Source: an optimization exercise on an open RTL-to-GDS flow (aim: a short achievable clock period and few clock cycles). Production flows keep margins and buffers that such runs may drop. No activity file was given, so power comes from the tool's default toggle rates.

Design cpu, start of the top module:
module cpu(input clk, input rst_n, input [7:0] start_pc, input [15:0] ram_r_data,
           output waiting, output [15:0] out, output [15:0] ram_w_data, output N, output V, output Z, output [7:0] ram_addr, output ram_w_en);
Settings: LEC_CHECK=0, ABC_CLOCK_PERIOD_IN_PS=2000, CAP_MARGIN=20, CORE_MARGIN=2, CORE_UTILIZATION=40, PLACE_DENSITY=0.6, SETUP_SLACK_MARGIN=3.4, SLEW_MARGIN=20; clock period 5.5 ns.
run.sh (not shown) runs the stock make flow with config.mk's settings and CLKGATE_MAP_FILE= SYNTH_SCRIPT=/design/flow/synth_recipe.tcl, a recipe that flattens the netlist after the stock synthesis.
Change:
--- a/flow/design.v
+++ b/flow/design.v
@@ -23,31 +23,31 @@
   assign add  = (alu & (op == 2'b00)) | ldr;
   assign lop_and  = alu & (op == 2'b10);
   assign lop_notb = alu & (op == 2'b11);
   assign cmp  = alu & (op == 2'b01);
   assign outv = mv | (alu & (op != 2'b01)) | mem;
   wire [2:0] rb = str ? rd : rm;
   assign dest  = movi ? rn : rd;
   assign rn_oh = 8'b1 << rn;
   assign rb_oh = 8'b1 << rb;
   assign sh    = mem ? 2'b00 : w[4:3];
   assign rn_x  = (rn == xd);
-  assign rb_x  = (rb == xd);
+  assign rb_x  = str ? (rd == xd) : (rm == xd);
   assign rn_w  = (rn == wd);
-  assign rb_w  = (rb == wd);
+  assign rb_w  = str ? (rd == wd) : (rm == wd);
   assign rn_l  = (rn == ld);
-  assign rb_l  = (rb == ld);
+  assign rb_l  = str ? (rd == ld) : (rm == ld);
 endmodule
 module cpu(input clk, input rst_n, input [7:0] start_pc, input [15:0] ram_r_data,
            output waiting, output [15:0] out, output [15:0] ram_w_data, output N, output V, output Z, output [7:0] ram_addr, output ram_w_en);
-  localparam K = 4;                
+  localparam K = 6;                
   reg [15:0] rf [0:7];
   reg [7:0]  addr_q, pc_q;
   reg        wen_q;
   reg [15:0] wdata_q;
   reg        fetch_q;              
   reg        arr_q;                
   reg [15:0] bq [0:K-1];           
   reg [K-1:0] bv;                  
   reg [15:0] ir;
   reg        ir_v;
   reg        d_movi, d_ldr, d_str, d_halt, d_wr, d_add, d_out, d_cmp, d_and, d_notb;
@@ -189,24 +189,24 @@
   always @(posedge clk) begin
     for (f = 0; f < K; f = f + 1) begin
       if (push && !sh_v[f] && (f == 0 || sh_v[(f == 0) ? 0 : f - 1]))
         bq[f] <= ram_r_data;
       else
         bq[f] <= sh_q[f];
     end
     if (!rst_n) bv <= {K{1'b0}};
     else        bv <= sh_v | (push ? (sh_v + 1'b1) & ~sh_v : {K{1'b0}});
   end
   wire [1:0] xin = {1'b0, ir_v} + {1'b0, arr_q} + {1'b0, fetch_q};
-  wire fetch_ok = (xin == 2'd0) | ((xin == 2'd1) & ~bv[3]) |
-                  ((xin == 2'd2) & ~bv[2]) | ((xin == 2'd3) & ~bv[1]);
+  wire fetch_ok = (xin == 2'd0) | ((xin == 2'd1) & ~bv[K-1]) |
+                  ((xin == 2'd2) & ~bv[K-2]) | ((xin == 2'd3) & ~bv[K-3]);
   always @(posedge clk) begin
     if (!rst_n) begin
       addr_q  <= start_pc;
       pc_q    <= start_pc + 8'd1;
       fetch_q <= 1'b1;
       wen_q   <= 1'b0;
       arr_q   <= 1'b0;
     end else begin
       arr_q <= fetch_q;
       if (ex_ldr | ex_str) begin
         addr_q  <= a_q[7:0] + ex_imm;
Total power came out higher by about 11%.
Wire length went up by 5.3%.
Global-route usage went down by 0.38 points.
Sequential share of layout area rises by 1.6 points.
Setup slack improves by 0.17 ns.
Critical path depth grows by 3.
Die area grows by about 6%.
Design area rose by 5.1%.
Cell count increases by 6.4%.
Clock-buffer cell count rises by 11.
Via count climbs by 6.7%.
No run of this note included a check of the RTL's function; only the layout flow was run.

* * *

## north
cpu, a different RTL version from the one above (not shown whole).
Size: about 2400 cells after synthesis, about 470 flip-flops, roughly 0.024 mm2 of cells after synthesis.
Settings: LEC_CHECK=0, ABC_CLOCK_PERIOD_IN_PS=2000, CAP_MARGIN=20, CORE_MARGIN=2, CORE_UTILIZATION=40, PLACE_DENSITY=0.6, SETUP_SLACK_MARGIN=3.4, SLEW_MARGIN=20; clock period 5.5 ns.
The final layout from north, which completed every stage, passed the timing, DRC and antenna checks at the end of the flow.
Here is what was changed in the inputs of south compared with north.
--- a/flow/design.v
+++ b/flow/design.v
@@ -66,14 +66,14 @@
   reg [15:0] wb_l;
   reg        wb_add, wb_ldr, wb_outadd, wb_cmp;
   reg [7:0]  wb_wr_oh;
   reg [2:0]  wb_dest;
   reg [7:0]  w2_oh;                
   reg        wb_z, wb_db, wb_dh0, wb_dh1, wb_a15, wb_b15;
-  reg [15:0] out_q;
-  reg        z_q, n_q, v_q;
+  reg [15:0] out_q, out_s;
+  reg        z_q, n_q, v_q, z_s, n_s, v_s;
   reg        wait_q;
   assign waiting    = wait_q;
   assign out        = out_q;
   assign ram_w_data = wdata_q;
   assign ram_addr   = addr_q;
   assign ram_w_en   = wen_q;
@@ -212,18 +212,16 @@
       arr_q <= fetch_q;
       if (ex_ldr | ex_str) begin
         addr_q  <= a_q[7:0] + ex_imm;
         fetch_q <= 1'b0;
         wen_q   <= ex_str;
       end else begin
+        addr_q  <= pc_q;
         wen_q   <= 1'b0;
         fetch_q <= fetch_ok;
-        if (fetch_ok) begin
-          addr_q <= pc_q;
-          pc_q   <= pc_q + 8'd1;
-        end
+        if (fetch_ok) pc_q <= pc_q + 8'd1;
       end
     end
     wdata_q <= b_q;
   end
   always @(posedge clk) begin
     if (!rst_n) begin
@@ -272,19 +270,26 @@
     wb_db  <= dlo[8];
     wb_dh0 <= dh0[7];
     wb_dh1 <= dh1[7];
     wb_a15 <= a_q[15];
     wb_b15 <= b_q[15];
   end
-  always @(posedge clk) begin
-    if (ex_out & ~ex_add) out_q <= ex_l;
-    else if (wb_outadd)   out_q <= wb_sum;
+  wire [15:0] out_d = (ex_out & ~ex_add) ? ex_l : wb_outadd ? wb_sum : out_s;
+  wire        z_d = wb_cmp ? wb_z : z_s;
+  wire        n_d = wb_cmp ? wb_n : n_s;
+  wire        v_d = wb_cmp ? ((wb_a15 != wb_b15) & (wb_n != wb_a15)) : v_s;
+  always @(posedge clk) begin
+    out_q <= out_d;
+    z_q   <= z_d;
+    n_q   <= n_d;
+    v_q   <= v_d;
+    if ((ex_out & ~ex_add) | wb_outadd) out_s <= out_d;
     if (wb_cmp) begin
-      z_q <= wb_z;
-      n_q <= wb_n;
-      v_q <= (wb_a15 != wb_b15) & (wb_n != wb_a15);
+      z_s <= z_d;
+      n_s <= n_d;
+      v_s <= v_d;
     end
   end
   integer k;
   always @(posedge clk) begin
     for (k = 0; k < 8; k = k + 1)
       if (wb_wr_oh[k])   rf[k] <= wb_res;
==> run summary <==
In the tables for north and south, post-synthesis share of cell area spent on and, or, nand and nor gates reads higher with north.
For the period utilization, south came in 0.16 points higher than north did.
On worst hold slack, north and south are basically level.
south vs north on largest fanout of any net on the critical path: south is the higher one.
Combinational power up 33% in south wrt north
south vs. north: power density of the placed cells shows an increase of 13%, first-pass iteration count of the detailed router has decreased.
The higher cell count came out of south.
Function was not checked in any run of this note: the RTL went through the layout flow alone.

[static timing again, ports no longer ideal]
No port has a modelled driver above. Below, the same layouts with a new extraction and two added sets of constraints. Step 1 sets driving cells, clkbuf_16 on the clock port and buf_2 on the other inputs (assumed; they add their load-dependent delay and slew). Step 2 also shifts input and output timing later by t, the mid clock arrival at the registers, as if the neighbouring blocks saw the same clock. Three values: ideal ports, drivers, drivers and shift; two values: the first two.
run | t (ns) | slack for setup (ns) | worst data-port slew with drivers (ns)
the first run of note 1 | 0.639 | 2.888 / 2.908 / 2.269 | 0.05
the second run of note 1 | 0.644 | 3.053 / 3.089 / 2.445 | 0.06
north | 0.669 | 3.157 / 3.157 / 2.578 | 0.04
south | 0.675 | 3.148 / 3.148 / 2.610 | 0.04
After both steps setup and hold are still met in every run listed. The setup slack of the first run of note 1, which loses most, moves by +0.020 ns with the drivers and by -0.619 ns with both steps.
